Context: an optimization exercise on an open-source flow, tuned for small area and few clock cycles. The choices shown serve that exercise and are no tape-out recipe. The RTL was checked by simulation tests, not by an equivalence proof against the original design. No activity file was given, so power comes from the tool's default toggle rates.

### design/flow/run.sh
#!/bin/bash
# synth_recipe.tcl (not shown) runs the flow's synth.tcl, then flattens the netlist and writes it again
# the make line also repeats each setting of config.mk as NAME=value (left out here)
make -C /OpenROAD-flow-scripts/flow DESIGN_CONFIG=/design/flow/config.mk WORK_HOME=/design/flow/orfs CLKGATE_MAP_FILE= SYNTH_SCRIPT=/design/flow/synth_recipe.tcl finish
### design/flow/config.mk
export PLATFORM = sky130hd
export DESIGN_NAME = CHIP
export DESIGN_NICKNAME = CHIP
export VERILOG_FILES = /design/flow/design.v
export SDC_FILE = /design/flow/constraint.sdc
export NUM_CORES = 4
export LEC_CHECK = 0
export CAP_MARGIN = 20
export CORE_MARGIN = 2
export CORE_UTILIZATION = 40
export SLEW_MARGIN = 20
### design/flow/constraint.sdc
create_clock -name core_clock -period 11.0 [get_ports {clk}]
set_input_delay 2.2000 -clock core_clock [delete_from_list [all_inputs] [get_ports {clk}]]
set_output_delay 2.2000 -clock core_clock [all_outputs]
set_load 0.01 [all_outputs]
### design/flow/design.v
module CHIP (	clk,
				rst_n,
				mem_read_D,
				mem_write_D,
				mem_addr_D,
				mem_wdata_D,
				mem_rdata_D,
				mem_ready_D,
				mem_read_I,
				mem_write_I,
				mem_addr_I,
				mem_wdata_I,
				mem_rdata_I,
				mem_ready_I,
				DCACHE_addr, 
				DCACHE_wdata,
				DCACHE_wen,
				pipe_stall
			);
input			clk, rst_n;
output			mem_read_D;
output			mem_write_D;
output	[31:4]	mem_addr_D;
output	[127:0]	mem_wdata_D;
input	[127:0]	mem_rdata_D;
input			mem_ready_D;
output			mem_read_I;
output			mem_write_I;
output	[31:4]	mem_addr_I;
output	[127:0]	mem_wdata_I;
input	[127:0]	mem_rdata_I;
input			mem_ready_I;
output	[29:0]	DCACHE_addr;
output	[31:0]	DCACHE_wdata;
output			DCACHE_wen;
output			pipe_stall;
wire        ICACHE_ren;
wire        ICACHE_wen;
wire [29:0] ICACHE_addr;
wire [31:0] ICACHE_wdata;
wire        ICACHE_stall;
wire [31:0] ICACHE_rdata;
wire        DCACHE_ren;
wire        DCACHE_wen;
wire [29:0] DCACHE_addr;
wire [31:0] DCACHE_wdata;
wire        DCACHE_stall;
wire [31:0] DCACHE_rdata;
wire [127:0] ICACHE_mem_wdata;
assign pipe_stall = ICACHE_stall | DCACHE_stall;
	MIPS_Pipeline i_MIPS(
		clk, 
		rst_n,
		ICACHE_ren,
		ICACHE_wen,
		ICACHE_addr,
		ICACHE_wdata,
		ICACHE_stall,
		ICACHE_rdata,
		DCACHE_ren,
		DCACHE_wen,
		DCACHE_addr,
		DCACHE_wdata,
		DCACHE_stall,
		DCACHE_rdata
	);
	cache D_cache(
		clk,
		~rst_n,
		DCACHE_ren,
		DCACHE_wen,
		DCACHE_addr,
		DCACHE_wdata,
		DCACHE_stall,
		DCACHE_rdata,
		mem_read_D,
		mem_write_D,
		mem_addr_D,
		mem_rdata_D,
		mem_wdata_D,
		mem_ready_D
	);
	cache I_cache(
		clk,
		~rst_n,
		ICACHE_ren,
		ICACHE_wen,
		ICACHE_addr,
		ICACHE_wdata,
		ICACHE_stall,
		ICACHE_rdata,
		mem_read_I,
		mem_write_I,
		mem_addr_I,
		mem_rdata_I,
		ICACHE_mem_wdata,
		mem_ready_I
	);
	assign mem_wdata_I = 128'd0;
endmodule
module cache(
    clk,
    proc_reset,
    proc_read,
    proc_write,
    proc_addr,
    proc_wdata,
    proc_stall,
    proc_rdata,
    mem_read,
    mem_write,
    mem_addr,
    mem_rdata,
    mem_wdata,
    mem_ready
);
    input          clk;
    input          proc_reset;
    input          proc_read, proc_write;
    input   [29:0] proc_addr;
    input   [31:0] proc_wdata;
    output   reg   proc_stall;
    output  [31:0] proc_rdata;
    input  [127:0] mem_rdata;
    input          mem_ready;
    output   reg   mem_read, mem_write;
    output  reg [27:0] mem_addr;
    output [127:0] mem_wdata;
    parameter IDLE          = 2'b00;
    parameter WRITE_BACK    = 2'b01;
    parameter READ_FROM_MEM = 2'b10;
    reg [1:0] state, state_next;
    reg [153:0] blocks[7:0];
    reg [153:0] blocks_next[7:0];
    wire [24:0] proc_tag;
    wire [2:0]  proc_index;
    wire [1:0]  offset;
    wire [153:0] block_match;
    wire valid,hit;
    wire [24:0] cache_tag;
    integer i;
    assign proc_tag = proc_addr[29:5];
    assign proc_index = proc_addr[4:2];
    assign offset = proc_addr[1:0];
    assign block_match = blocks[proc_index];
    assign proc_rdata = (offset == 2'b00)? block_match[31:0]:
                        (offset == 2'b01)? block_match[63:32]:
                        (offset == 2'b10)? block_match[95:64]: block_match[127:96];
    assign valid  = block_match[153];
    assign hit = (proc_tag == cache_tag) ? 1'b1: 1'b0;
    assign cache_tag = block_match[152:128];
    assign mem_wdata = block_match[127:0];
    always@(*)begin    
        case(state)
            IDLE:
            begin
                mem_read = 1'b0;
                mem_write= 1'b0;
                mem_addr = 28'b0;
            end
            WRITE_BACK:
            begin
                mem_read = 1'b0;
                mem_write= 1'b1;
                mem_addr = {cache_tag,proc_index};
            end
            READ_FROM_MEM:
            begin
                mem_read = 1'b1;
                mem_write= 1'b0;
                mem_addr = {proc_tag,proc_index};
            end
            default:
            begin
                mem_read = 1'b0;
                mem_write= 1'b0;
                mem_addr = 28'b0;
            end
        endcase
    end
    always@(*)begin
        for(i = 0;i<8; i=i+1)begin
            blocks_next[i] = blocks[i];
        end
        proc_stall = 1'b0;
        case(state)
            IDLE:
            begin
                if(proc_read && ~proc_write)begin                
                    if(hit) begin
                        proc_stall = 1'b0;
                        state_next = IDLE;
                    end else begin
                        proc_stall = 1'b1;
                        if(valid) state_next = READ_FROM_MEM;
                        else      state_next = WRITE_BACK;
                    end
                end else if(~proc_read && proc_write)begin       
                    if(hit)begin
                        proc_stall = 1'b0;
                        state_next = IDLE;
                        blocks_next[proc_index][153] = 1'b0;     
                        if     (offset == 2'b00)blocks_next[proc_index][31:0] = proc_wdata;
                        else if(offset == 2'b01)blocks_next[proc_index][63:32] = proc_wdata;
                        else if(offset == 2'b10)blocks_next[proc_index][95:64] = proc_wdata;
                        else                    blocks_next[proc_index][127:96] = proc_wdata;
                    end else begin
                        proc_stall = 1'b1;
                        if(valid) state_next = READ_FROM_MEM;
                        else      state_next = WRITE_BACK;
                    end
                end else state_next = IDLE;
            end
            WRITE_BACK:
            begin
                proc_stall = 1'b1;
                if(~mem_ready) state_next = WRITE_BACK;
                else           state_next = READ_FROM_MEM;
            end
            READ_FROM_MEM:
            begin
                proc_stall = 1'b1;
                if(~mem_ready) state_next = READ_FROM_MEM;
                else begin
                    blocks_next[proc_index] = {1'b1,proc_tag,mem_rdata};
                    state_next = IDLE;
                end
            end
            default:
            begin
                state_next = IDLE;
            end
        endcase
    end
always@( posedge clk or posedge proc_reset ) begin
    if( proc_reset ) begin
        state <= 2'b00;
        for(i = 0;i<8;i=i+1)begin
            blocks[i] <= {1'b1,{153{1'b1}}};
        end 
    end
    else begin
        state <= state_next;
        for (i = 0; i<8; i=i+1)begin
            blocks[i] <= blocks_next[i];
        end
    end
end
endmodule
module MIPS_Pipeline(
		clk, 
		rst_n,
		ICACHE_ren,
		ICACHE_wen,
		ICACHE_addr,
		ICACHE_wdata,
		ICACHE_stall,
		ICACHE_rdata,
		DCACHE_ren,
		DCACHE_wen,
		DCACHE_addr,
		DCACHE_wdata,
		DCACHE_stall,
		DCACHE_rdata
	);
	input clk, rst_n;
	output ICACHE_ren, ICACHE_wen;
	output [29:0] ICACHE_addr;
	output [31:0] ICACHE_wdata;	 
	input  ICACHE_stall;
	input  [31:0] ICACHE_rdata;
	output DCACHE_ren, DCACHE_wen;
	output [29:0] DCACHE_addr;
	output [31:0] DCACHE_wdata;
	input  DCACHE_stall;
	input  [31:0] DCACHE_rdata;
	wire Zero;
	wire mem_stall;
	wire stall;
	wire [31:0] PC4;
	wire [31:0] PC_w;
	reg  [31:0] PC_r;
	wire [31:0] IFID_PC4_w;
	wire [31:0] IFID_instruction_w;
	reg  [31:0] IFID_PC4_r;
	reg  [31:0] IFID_instruction_r;
	wire  [5:0] instruction;
	wire  [4:0] if_id_rs_r,if_id_rt_r,id_ex_rt_r; 
	wire  [5:0] func_ctrl;
	wire	jump_out;			 
	wire	jr_pcaddr_out;		 
	wire	branch_out;			 
	wire	flush_out;			 
	wire    [1:0]aluop_out;		 
	wire	alusrc_out;			 
	wire	regwrite_ex_out;	 
	wire	stall_for_lw_out;	
	wire	jal_addr_ex_out;   
	wire	jal_data_ex_out;
	wire	memread_out;		 
	wire	memwrite_out;		 
	wire	regwrite_mem_out;	 
	wire	jal_addr_mem_out;  
	wire  jal_data_mem_out;
	wire	memtoreg_out;		 
	wire	regwrite_wb_out;	 
	wire	jal_addr_out;		 
	wire	jal_data_out;		 
	wire	regdst_out;  		 
	reg [2:0] id_ex_ex_r,id_ex_ex_w;		 
	reg [1:0]id_ex_m_r,id_ex_m_w;
	reg [4:0]id_ex_wb_r,id_ex_wb_w;
	reg [1:0]ex_mem_m_r,ex_mem_m_w;		 
	reg [4:0]ex_mem_wb_r,ex_mem_wb_w;
	reg [4:0]mem_wb_wb_r,mem_wb_wb_w;	 
	reg	[1:0] ForwardC,ForwardD;
	wire [4:0] wb_addr_alu_true;
	wire [4:0] wb_addr_mem_true;
	wire [4:0] wb_addr_wb_true;
	wire [5:0] IFID_inst_31_26;
	wire [31:0] IFID_Rs_data;
	wire [31:0] IFID_Rt_data;
	wire [15:0] IFID_inst_15_0;
	wire [4:0] IFID_Rs_addr;
	wire [4:0] IFID_Rt_addr;
	wire [4:0] IFID_Rd_addr;
	reg [31:0] register_w[31:0];
	reg [31:0] register_r[31:0];
	wire [31:0] ReadData_Rs, ReadData_Rt;
	integer i ;
	wire [4:0] Reg_Write_addr;
	wire [31:0] Reg_Write_data;
	wire [31:0] inst_sign_extend;
	wire [31:0] beq_addr;
	wire [31:0] jump_addr;
	wire [31:0] jr_addr;
	wire [31:0] IDEX_PC4_w;
	wire [5:0]  IDEX_inst31_26_w;
	wire [31:0] IDEX_Rs_data_w;
	wire [31:0] IDEX_Rt_data_w;
	wire [15:0] IDEX_inst15_0_w;
	wire [4:0]  IDEX_Rt_addr_w;
	wire [4:0]  IDEX_Rd_addr_w;
	reg [31:0] IDEX_PC4_r;
	reg [5:0]  IDEX_inst31_26_r;
	reg [31:0] IDEX_Rs_data_r;
	reg [31:0] IDEX_Rt_data_r;
	reg [15:0] IDEX_inst15_0_r;
	reg [4:0]  IDEX_Rt_addr_r;
	reg [4:0]  IDEX_Rd_addr_r;
	wire  [31:0] ALUin1;
	reg   [31:0] ALUin2;
	wire  [31:0] ALUadd;
	wire  [31:0] ALUsub;
	wire  [31:0] ALUand;
	wire  [31:0] ALUor;
	wire  [31:0] ALUxor;
	wire  [31:0] data2_forward;
	wire [31:0] addr_in_zero;
	wire [31:0] addr_in_sign;
	wire [4:0] shamt;
	wire [5:0] func;
	reg [31:0] ALUout;
	wire [4:0] IDEX_R;
	wire [31:0] EXMEM_data_w;	 
	wire [31:0] EXMEM_Rt_data_w;
	wire [4:0] EXMEM_R_w;
	reg  [31:0] EXMEM_data_r;
	reg  [31:0] EXMEM_Rt_data_r;
	reg  [4:0] EXMEM_R_r;
	wire [31:0] MEMWB_data_w;
	wire [4:0]  MEMWB_R_w;
	reg  [31:0] MEMWB_data_r;
	reg  [4:0]  MEMWB_R_r;
		wire [31:0] EXMEM_memout;
	assign ICACHE_ren=1'b1;
	assign ICACHE_wen=1'b0;
	assign ICACHE_wdata=32'd0;
	assign mem_stall = ICACHE_stall | DCACHE_stall;
	assign PC4 = PC_r+32'd4;
	assign ICACHE_addr = PC_r[31:2];
	assign jump_addr = {IFID_PC4_w[31:28], IFID_instruction_w[25:0],2'b0 };
	assign jump_out = (IFID_instruction_w[31:26]==6'b000010 || IFID_instruction_w[31:26]==6'b000011);
	assign PC_w = (stall) ? PC_r :
		   (jump_out==1'b1 && jr_pcaddr_out==1'b0 && branch_out==1'b0) ? jump_addr : 
		   (jump_out==1'b0 && jr_pcaddr_out==1'b1 && branch_out==1'b0) ? jr_addr :
		   (jump_out==1'b0 && jr_pcaddr_out==1'b0 && branch_out==1'b1) ? beq_addr : PC4;
	assign IFID_instruction_w = (stall) ? IFID_instruction_r : 
								(flush_out) ? 32'd0 : ICACHE_rdata;
	assign IFID_PC4_w = (stall) ? IFID_PC4_r :
						(flush_out) ? 32'd0 : PC4;
	assign  instruction = IFID_instruction_r[31:26];
	assign  if_id_rs_r = IFID_instruction_r[25:21];
	assign  if_id_rt_r = IFID_instruction_r[20:16];
	assign  id_ex_rt_r = IDEX_Rt_addr_r;
	assign  func_ctrl = IFID_instruction_r[5:0];
	assign	jr_pcaddr_out=(instruction==6'b000000)&&(func_ctrl==6'b001000 || func_ctrl==6'b001001);		 
	assign	branch_out=(instruction==6'b000100)&&(Zero);									 
	assign	flush_out=   ((instruction==6'b000000)&&(func_ctrl==6'b001000 || func_ctrl==6'b001001))||
						 ((instruction==6'b000100)&&(Zero));									 
	assign aluop_out=id_ex_ex_r[2:1];																								 
	assign alusrc_out=id_ex_ex_r[0];																									 
	assign regwrite_ex_out=id_ex_wb_r[3];																							 
	assign stall_for_lw_out=id_ex_m_r[1] &&(if_id_rs_r==id_ex_rt_r || if_id_rt_r==id_ex_rt_r)&& (id_ex_rt_r!=5'b00000); 
	assign jal_addr_ex_out=id_ex_wb_r[2];																							 
	assign jal_data_ex_out=id_ex_wb_r[1];
	assign memread_out=ex_mem_m_r[1];			 
	assign memwrite_out=	ex_mem_m_r[0];			 
	assign regwrite_mem_out=ex_mem_wb_r[3]; 	 
	assign jal_addr_mem_out=ex_mem_wb_r[2];	 
	assign jal_data_mem_out=ex_mem_wb_r[1];
	assign memtoreg_out=ex_mem_wb_r[4];		 
	assign regwrite_wb_out=mem_wb_wb_r[3];		 
	assign jal_addr_out=mem_wb_wb_r[2];			 
	assign jal_data_out=mem_wb_wb_r[1];			 
	assign regdst_out=id_ex_wb_r[0];  			 
	always@(*)begin
		if (mem_stall)begin																				 
			id_ex_ex_w=id_ex_ex_r;
			id_ex_m_w=id_ex_m_r;
			id_ex_wb_w=id_ex_wb_r;
			ex_mem_m_w=ex_mem_m_r;
			ex_mem_wb_w=ex_mem_wb_r;
			mem_wb_wb_w=mem_wb_wb_r;
		end
		else if (id_ex_m_r[1] &&(if_id_rs_r==id_ex_rt_r || if_id_rt_r==id_ex_rt_r)&& (id_ex_rt_r!=5'b00000))begin 		 
			id_ex_ex_w=3'b110;
			id_ex_m_w=2'b00;
			id_ex_wb_w=5'b00000;
			ex_mem_m_w=id_ex_m_r;
			ex_mem_wb_w=id_ex_wb_r;
			mem_wb_wb_w=ex_mem_wb_r;
		end
		else begin
			if(instruction==6'b000000)begin						 
				id_ex_ex_w=3'b100;
				id_ex_m_w=2'b00;
				id_ex_wb_w=(func_ctrl==6'b001001)?5'b01011:5'b01001;		 
			end
			else if(instruction==6'b001000 || 					 
					instruction==6'b001100 || 					 
					instruction==6'b001101 || 					 
					instruction==6'b001110 ||					 
					instruction==6'b001010)begin				 
				id_ex_ex_w=3'b001;
				id_ex_m_w=2'b00;
				id_ex_wb_w=5'b01000;
			end
			else if(instruction==6'b100011)begin				 
				id_ex_ex_w=3'b001;
				id_ex_m_w=2'b10;
				id_ex_wb_w=5'b11000;
			end
			else if(instruction==6'b101011)begin				 
				id_ex_ex_w=3'b001;
				id_ex_m_w=2'b01;
				id_ex_wb_w=5'b00000;
			end
			else if(instruction==6'b000100)begin				 
				id_ex_ex_w=3'b010;
				id_ex_m_w=2'b00;
				id_ex_wb_w=5'b00000;
			end
			else if(instruction==6'b000010)begin				 
				id_ex_ex_w=3'b110;
				id_ex_m_w=2'b00;
				id_ex_wb_w=5'b00000;
			end
			else if(instruction==6'b000011)begin				 
				id_ex_ex_w=3'b110;
				id_ex_m_w=2'b00;
				id_ex_wb_w=5'b01110;
			end
			else begin			 
				id_ex_ex_w=3'b110;
				id_ex_m_w=2'b00;
				id_ex_wb_w=5'b00000;
			end
			ex_mem_m_w=id_ex_m_r;
			ex_mem_wb_w=id_ex_wb_r;
			mem_wb_wb_w=ex_mem_wb_r;
		end
	end
	assign DCACHE_ren=memread_out;
	assign DCACHE_wen=memwrite_out;
	assign DCACHE_addr=EXMEM_data_r[31:2];
	assign DCACHE_wdata=EXMEM_Rt_data_r;
	assign stall = mem_stall | stall_for_lw_out;
	assign wb_addr_alu_true=jal_addr_ex_out?5'b11111:IDEX_R;
	assign wb_addr_mem_true=jal_addr_mem_out?5'b11111:EXMEM_R_r;
	assign wb_addr_wb_true=jal_addr_out?5'b11111:MEMWB_R_r;
	always@(*)begin
		if(wb_addr_alu_true==IFID_Rs_addr && regwrite_ex_out && wb_addr_alu_true!=5'b00000)begin
			ForwardC=2'b01;
		end
		else if(wb_addr_mem_true==IFID_Rs_addr && regwrite_mem_out && wb_addr_mem_true!=5'b00000)begin
			ForwardC=2'b10;
		end
		else if(wb_addr_wb_true==IFID_Rs_addr && regwrite_wb_out && wb_addr_wb_true!=5'b00000)begin
			ForwardC=2'b11;
		end
		else begin
			ForwardC=2'b00;
		end
	end
	always@(*)begin
		if(wb_addr_alu_true==IFID_Rt_addr && regwrite_ex_out && wb_addr_alu_true!=5'b00000)begin
			ForwardD=2'b01;
		end
		else if(wb_addr_mem_true==IFID_Rt_addr && regwrite_mem_out && wb_addr_mem_true!=5'b00000)begin
			ForwardD=2'b10;
		end
		else if(wb_addr_wb_true==IFID_Rt_addr && regwrite_wb_out && wb_addr_wb_true!=5'b00000)begin
			ForwardD=2'b11;
		end
		else begin
			ForwardD=2'b00;
		end
	end
	assign IFID_inst_31_26 = IFID_instruction_r[31:26];
	assign IFID_inst_15_0 = IFID_instruction_r[15:0];
	assign Reg_Write_addr = (jal_addr_out) ? 5'd31 : MEMWB_R_r;
	assign Reg_Write_data = MEMWB_data_r;
	assign ReadData_Rs = register_r[IFID_instruction_r[25:21]];
	assign ReadData_Rt = register_r[IFID_instruction_r[20:16]];
	assign IFID_Rs_data = (ForwardC==2'b01) ? EXMEM_data_w : 
						  (ForwardC==2'b10) ? MEMWB_data_w :
						  (ForwardC==2'b11) ? MEMWB_data_r : ReadData_Rs;
	assign IFID_Rt_data = (ForwardD==2'b01) ? EXMEM_data_w :
						  (ForwardD==2'b10) ? MEMWB_data_w :
						  (ForwardD==2'b11) ? MEMWB_data_r : ReadData_Rt;			  
	assign Zero = (IFID_Rs_data==IFID_Rt_data) ? 1'b1 : 1'b0;
	assign IFID_Rs_addr = IFID_instruction_r[25:21];
	assign IFID_Rt_addr = IFID_instruction_r[20:16];
	assign IFID_Rd_addr = IFID_instruction_r[15:11];
	assign inst_sign_extend = {{16{IFID_instruction_r[15]}}, IFID_inst_15_0};
	assign beq_addr = (inst_sign_extend << 2) + IFID_PC4_r;
	always @(*) begin
		register_w[0]=32'd0;
		for (i=1; i<32; i=i+1) begin
			register_w[i] = register_r[i];
		end
		if(regwrite_wb_out && Reg_Write_addr!=5'b00000) begin
			register_w[Reg_Write_addr] = Reg_Write_data;
		end
		else ;
	end
	assign jr_addr = IFID_Rs_data;
	assign IDEX_PC4_w = (mem_stall) ? IDEX_PC4_r : IFID_PC4_r;
	assign IDEX_inst31_26_w = (mem_stall) ? IDEX_inst31_26_r : IFID_inst_31_26;
	assign IDEX_Rs_data_w = (mem_stall) ? IDEX_Rs_data_r : IFID_Rs_data;
	assign IDEX_Rt_data_w = (mem_stall) ? IDEX_Rt_data_r : IFID_Rt_data;
	assign IDEX_inst15_0_w = (mem_stall) ? IDEX_inst15_0_r : IFID_inst_15_0;
	assign IDEX_Rt_addr_w = (mem_stall) ? IDEX_Rt_addr_r : IFID_Rt_addr;
	assign IDEX_Rd_addr_w = (mem_stall) ? IDEX_Rd_addr_r : IFID_Rd_addr;
	assign addr_in_zero = {16'b0, IDEX_inst15_0_r};
	assign addr_in_sign = {{16{IDEX_inst15_0_r[15]}}, IDEX_inst15_0_r};
	assign shamt = IDEX_inst15_0_r[10:6];
	assign func = IDEX_inst15_0_r[5:0];
	assign IDEX_R = (regdst_out) ? IDEX_Rd_addr_r : IDEX_Rt_addr_r ;
	assign ALUin1=IDEX_Rs_data_r;
	assign data2_forward=IDEX_Rt_data_r;
	always@(*)begin
		case(aluop_out)
		2'b00: begin	 
			if((IDEX_inst31_26_r==6'b001100)||(IDEX_inst31_26_r==6'b001101)||(IDEX_inst31_26_r==6'b001110)) begin	 
				ALUin2 = addr_in_zero;
			end
			else begin	 
				ALUin2 = addr_in_sign;
			end
		end
		2'b10: begin	 
			if((func==6'b100000)||(func==6'b100010)||(func==6'b100100)||(func==6'b100101)||(func==6'b100110)||(func==6'b101010))	begin	 
				ALUin2 = data2_forward;
			end
			else begin	 
				ALUin2 = data2_forward;
			end
		end
		default : begin 
				ALUin2 = 32'd0;	
		end
		endcase	
	end
	assign	ALUadd = ALUin1 + ALUin2;
	assign	ALUsub = ALUin1 - ALUin2;
	assign	ALUand = ALUin1 & ALUin2;
	assign	ALUor  = ALUin1 | ALUin2;
	assign	ALUxor = ALUin1 ^ ALUin2;
	always@(*) begin
		case(aluop_out)
		2'b00: begin	 
			if(IDEX_inst31_26_r==6'b001000) begin	 
				ALUout = ALUadd;
				end
			else if(IDEX_inst31_26_r==6'b001100) begin	 
				ALUout = ALUand;
				end
			else if(IDEX_inst31_26_r==6'b001101) begin	 
				ALUout = ALUor;
				end
			else if(IDEX_inst31_26_r==6'b001110) begin	 
				ALUout = ALUxor;
				end
			else if(IDEX_inst31_26_r==6'b001010) begin	 
				ALUout = ALUsub[31] ? 32'd1 : 32'd0;
				end
			else if(IDEX_inst31_26_r==6'b100011) begin	 
				ALUout = ALUadd;
				end
			else if(IDEX_inst31_26_r==6'b101011) begin	 
				ALUout = ALUadd;
				end
			else begin
				ALUout = 32'd0;	 
				end
			end
		2'b10: begin	 
			if(func==6'b100000)	begin	 
				ALUout = ALUadd;
				end
			else if(func==6'b100010) begin	 
				ALUout = ALUsub;
				end
			else if(func==6'b100100) begin	 
				ALUout = ALUand;
				end
			else if(func==6'b100101) begin	 
				ALUout = ALUor;
				end
			else if(func==6'b100110) begin	 
				ALUout = ALUxor;
				end
			else if(func==6'b100111) begin	 
				ALUout = ~ALUor;
				end
			else if(func==6'b000000) begin	 
				ALUout = ALUin1 << shamt;		 
				end
			else if(func==6'b000011) begin	 
				ALUout = ALUin1 >>> shamt;
				end
			else if(func==6'b00010)	begin	 
				ALUout = ALUin1 >> shamt;
				end
			else if(func==6'b101010) begin	 
				ALUout = ALUsub[31] ? 32'd1 : 32'd0;
				end
			else if(func==6'b001000) begin	 
				ALUout = 32'd0;
				end
			else if(func==6'b001001) begin	 
				ALUout = 32'd0;
				end
			else begin
				ALUout = 32'd0;
				end
			end
		default : begin 
				ALUout = 32'd0; 	
			end
		endcase	
	end
	assign EXMEM_data_w = (mem_stall) ? EXMEM_data_r : 
						  (jal_data_ex_out) ? IDEX_PC4_r : ALUout;
	assign EXMEM_Rt_data_w = (mem_stall) ? EXMEM_Rt_data_r : IDEX_Rt_data_r;
	assign EXMEM_R_w = (mem_stall) ? EXMEM_R_r : IDEX_R;
	assign EXMEM_memout=DCACHE_rdata;
	assign MEMWB_data_w = (mem_stall) ? MEMWB_data_r : 
						  (memtoreg_out) ? EXMEM_memout : EXMEM_data_r;
	assign MEMWB_R_w = (mem_stall) ? MEMWB_R_r : EXMEM_R_r;
	always @(posedge clk or negedge rst_n) begin
		if(~rst_n) begin
			PC_r <=32'd0;
			id_ex_ex_r<=3'b110;
			id_ex_m_r<=2'b00;
			id_ex_wb_r<=5'b00000;
			ex_mem_m_r<=2'b00;
			ex_mem_wb_r<=5'b00000;
			mem_wb_wb_r<=5'b00000;
			for (i=0; i<32; i=i+1) begin   
			register_r[i]<=32'd0;
			end
			IFID_PC4_r <= 32'd0;
			IFID_instruction_r <= 32'd0;
			IDEX_PC4_r <= 32'd0;
			IDEX_inst31_26_r <= 6'd0;
			IDEX_Rs_data_r <= 32'd0;
			IDEX_Rt_data_r <= 32'd0;
			IDEX_inst15_0_r <= 16'd0;
			IDEX_Rt_addr_r <= 5'd0;
			IDEX_Rd_addr_r <= 5'd0;
			EXMEM_data_r <= 32'd0;
			EXMEM_Rt_data_r <= 32'd0;
			EXMEM_R_r <= 5'd0;
			MEMWB_data_r <= 32'd0;
			MEMWB_R_r <= 5'd0;
		end
		else begin
			PC_r <= PC_w;
			id_ex_ex_r<=id_ex_ex_w;
			id_ex_m_r<=id_ex_m_w;
			id_ex_wb_r<=id_ex_wb_w;
			ex_mem_m_r<=ex_mem_m_w;
			ex_mem_wb_r<=ex_mem_wb_w;
			mem_wb_wb_r<=mem_wb_wb_w;
			for (i=0; i<32; i=i+1) begin   
				register_r[i]<=register_w[i];
			end
			IFID_PC4_r <= IFID_PC4_w;
			IFID_instruction_r <= IFID_instruction_w;
			IDEX_PC4_r <= IDEX_PC4_w;
			IDEX_inst31_26_r <= IDEX_inst31_26_w;
			IDEX_Rs_data_r <= IDEX_Rs_data_w;
			IDEX_Rt_data_r <= IDEX_Rt_data_w;
			IDEX_inst15_0_r <= IDEX_inst15_0_w;
			IDEX_Rt_addr_r <= IDEX_Rt_addr_w;
			IDEX_Rd_addr_r <= IDEX_Rd_addr_w;
			EXMEM_data_r <= EXMEM_data_w;
			EXMEM_Rt_data_r <= EXMEM_Rt_data_w;
			EXMEM_R_r <= EXMEM_R_w;
			MEMWB_data_r <= MEMWB_data_w;
			MEMWB_R_r <= MEMWB_R_w;
		end
	end
endmodule
==> reports/results.txt <==
Drt pass-1 iters: 8
Initial antenna violation count: 95
Detailed Route WL: 894,000 um
Die Ht: 705 um
Initial Util: 40.1%
Final Max Tran Viols: 0
Via count: 163,000
Worst Hold Path EP: D_cache.blocks[2][37]
Cts bufs inserted: 423
Worst-path maximum fanout: 22
Leakage: 89.8 nW
Drt first-iter violations: 22,100
Main synth FF type: dfstp_2
Min-delay worst type: reg -> reg
Die span in x: 705 um
IO buf count: 511
Min-delay src: D_cache.blocks[2][37]
Count of final setup violators: 0
Die area: 0.496 mm^2
Setup TNS: 0 ns
Post-CTS setup buffers: 0
CTS sink cnt: 3,823
H-Tree Depth: 5
Power Density: 294 mW/mm^2
WHS: 0.477 ns
Crit Reg-Reg Endpoint: i_MIPS.PC_r[11]
Final min period: 10.06 ns
Fraction of layout cells with a size suffix above 1: 35.7%
WL met2: 376,000 um
Startpoint Class: register
Fin crit share: 91.5%
Synth Warn #: 6
Top layer in use: met5
Post-synth EDFFs: 0
GRT Total Usage: 34.8%
Fill count: 45,700
Syn Inst Count: 18,400
Hold Path Cell Cnt: 2
Critical path type: reg -> reg
Ys async rst share: 100%
Fin. Hold Viols: 0
Core area: 0.489 mm^2
Seq/Total Area, Yosys: 50.3%
DR WL/cell: 35.3 um
CTS Hold Bufs: 0
Number of gates resized after CTS: 0
GR Overflow Total: 0
Nets: 18,800
Ports: 640
Cell row count: 257
Met3 WL post-DR: 102,000 um
Hpwl dp: 578,000 um
Fmax: 0.0994 GHz
Data required, critical path: 11.88 ns
Worst R2R Start: i_MIPS.id_ex_ex_r[2]
Largest net degree at the start of global routing: 192
Avg Inst Size Synth: 10.6 um^2
GPL Wtd Cong: 1.03
Area grow syn2layout: 14.0%
Worst-path clk slew: 0.06 ns
Actual slew at the worst max-slew pin: 1.32 ns
Met1 WL: 350,000 um
Distinct cell type count after synthesis: 98
CP arrival: 10.95 ns
R2R depth: 27
CTS tree: built
R2r setup slk: 0.94 ns
Worst skew pair latency: 1.06 ns
Worst Skew: 0.0942 ns
Outcome: no timing/DRC/antenna violations
Post-DRT Antenna Nets: 0
Netlist Area Pre-Place: 0.196 mm^2
DRC Markers: 0
Root Buffer: clkbuf_16
Synthesis-stage register bit count: 3,823
RSZ-0062 raised after global routing: false
DP Area: 0.209 mm^2
Total power: 0.0659 W
Via-per-instance ratio: 6.46
Slew headroom: 12.0%
Worst setup EP type: register
Clk buf depth: 4
Maximum VDD drop: 274 uV
First-pass GRT wire length: 1,250,000 um
Final instance area: 0.224 mm^2
Max Cap Viol: 0
Vias in the first global route: 157,000
[worst max path at each step]
stage	startpoint	end	slack, ns	depth (start not counted)
after floorplan	i_MIPS.IDEX_inst15_0_r[6]	i_MIPS.PC_r[26]	2.81	33
after global placement	i_MIPS.EXMEM_data_r[6]	i_MIPS.PC_r[22]	1.27	24
after detailed placement	i_MIPS.EXMEM_data_r[6]	i_MIPS.PC_r[18]	1.27	24
after CTS	i_MIPS.PC_r[6]	i_MIPS.PC_r[8]	1.18	25
after global routing	i_MIPS.PC_r[6]	i_MIPS.PC_r[11]	0.79	27
final	i_MIPS.id_ex_ex_r[2]	i_MIPS.PC_r[11]	0.94	27
[routing by layer]
layer	up-vias	track usage (%)
met4	68	20.1
met2	10300	50.9
li1	66800	-
met5	-	0.0288
met1	83300	45.7
met3	2846	10.4
[where the power goes]
part	leakage [nW]	switching (W)	internal (W)	total, W
Clock	7.03	0.00634	0.00848	0.0148
Sequential	43.9	0.00339	0.0191	0.0225
Combinational	38.9	0.0190	0.00966	0.0286
[synth_stat cells, types with 55 or more instances]
cell / number / share of area [%]
mux2_2: 2463 / 14
dfstp_2: 2458 / 33
nand2_1: 2253 / 4.3
o21ai_0: 1500 / 3.8
dfrtp_1: 1365 / 17
clkbuf_1: 1269 / 2.4
nor2_1: 1071 / 2.0
a22oi_1: 1053 / 4.0
a21oi_1: 944 / 2.4
mux2i_1: 346 / 1.8
a221oi_1: 261 / 1.2
inv_1: 228 / 0.44
buf_1: 200 / 0.38
buf_4: 186 / 0.71
nor3_1: 164 / 0.42
nor2b_1: 163 / 0.52
nand3_1: 158 / 0.40
mux4_2: 156 / 1.8
a22o_1: 153 / 0.68
ha_1: 136 / 0.87
a211oi_1: 134 / 0.51
o221ai_1: 125 / 0.56
o22ai_1: 124 / 0.40
nor4_1: 122 / 0.39
a31oi_1: 111 / 0.35
xnor2_1: 99 / 0.44
nand4_1: 86 / 0.27
buf_2: 73 / 0.19
o211ai_1: 63 / 0.24
xor2_1: 62 / 0.28
nand2b_1: 60 / 0.19
a21o_1: 57 / 0.22
a221o_1: 55 / 0.28
[state kept, by name, indices dropped and copies added (netlist names), 6 cells and up]
register / flops
D_cache.blocks: 1232
I_cache.blocks: 1224
i_MIPS.EXMEM_Rt_data_r: 32
i_MIPS.EXMEM_data_r: 32
i_MIPS.IDEX_PC4_r: 32
i_MIPS.IDEX_Rs_data_r: 32
i_MIPS.IDEX_Rt_data_r: 32
i_MIPS.IDEX_inst15_0_r: 12
i_MIPS.IDEX_inst31_26_r: 6
i_MIPS.IFID_PC4_r: 32
i_MIPS.IFID_instruction_r: 32
i_MIPS.MEMWB_data_r: 32
i_MIPS.PC_r: 32
i_MIPS.register_r: 1024
[stage by stage]
step,util (%),setup WS (ns),cells
CTS,45.7,1.18,25300
global placement,42.8,1.27,24500
global route,45.7,0.791,25300
detailed placement,42.8,1.27,24500
finish,45.7,0.936,25300
floorplan,-,2.81,18600
[placed cells by master (no fill, tap or decap), drive strengths merged, types with 57 or more instances in the layout]
cell,n
a31oi,111
a21oi,944
xnor2,99
o221ai,125
nor2b,163
a22o,153
mux2,2469
clkinv,100
mux2i,346
clkdlybuf4s50,509
nand2b,60
conb,160
nor4,124
o22ai,124
nand3,158
nor2,1071
dfstp,2458
nand4,86
o21ai,1521
dfrtp,1365
a22oi,1055
o211ai,63
nand2,2253
inv,258
clkbuf,631
buf,613
ha,136
mux4,156
a21o,57
a211oi,134
nor3,166
xor2,62
a221oi,262
[area by class of cell]
class	count	area, um^2	share of cell area (%)
Antenna cell	50	125	0.0559
Clock buffer	631	12400	5.55
Clock inverter	154	1870	0.835
Inverter	244	941	0.420
Multi-Input combinational cell	12800	91300	40.8
Sequential cell	3823	98800	44.1
Tap cell	6475	8100	3.62
Timing Repair Buffer	1122	10300	4.58
[cell families after synthesis]
logic type               count (synthesis)  share of synthesized area, %
AO/OA/AOI/OAI                         5056                          16.8
XOR/XNOR                               161                         0.718
adder cells (fa/ha/maj)                139                         0.897
buffers and inverters                 1973                          4.18
flip-flops                            3823                          50.3
multiplexers                          2971                          17.7
other                                    1                       0.00191
AND/OR/NAND/NOR                       4314                          9.40
[critical path, cell delays in order (launching register included)]
cell and delay [ns]:
dfstp_2 0.59, buf_4 0.32, nor2_1 0.83, nand2_1 0.11
a21oi_1 0.16, buf_4 0.28, a21oi_1 0.13, ha_1 0.45
inv_1 0.51, nand2_1 0.27, o22ai_1 0.58, o211ai_1 0.32
and3_1 0.28, o21ai_0 0.28, a22oi_1 0.16, o21a_1 0.33
nor4b_1 0.34, o221ai_1 0.16, or4b_1 0.56, or4_1 0.53
nor4_2 0.66, buf_4 0.41, nor3_4 0.18, a221o_1 0.42
nor3_4 0.18, buf_4 0.25, nor2_1 0.18, a221o_1 0.38
Testbench counts, summed over its fixed seeds: cycles 52,195.

[separate check: timing with driven ports]
The results above use ideal ports. As a check the final layout listed here was re-extracted and re-timed, cells and wires unchanged.
Step 1, drivers: a clkbuf_16 drives clk and a buf_2 each remaining input, both assumed.
Step 2 moves the port delays by t, midway between the first and last clock arrival at a register: inputs arrive t later, outputs are due t later. That takes back most of the time a late clock gives input paths.
Three values: ideal, step 1, step 2; two values: the first two.
shift t [ns]: 1.135
setup WS [ns]: 0.936 / 0.936 / 0.936
clock arrival spread, ns: 0.095 / 0.094
pins driven straight from the clock port: 1
After both steps setup and hold are still met in this run. The setup slack of this run moves by 0.000 ns with the drivers and by 0.000 ns with both steps.
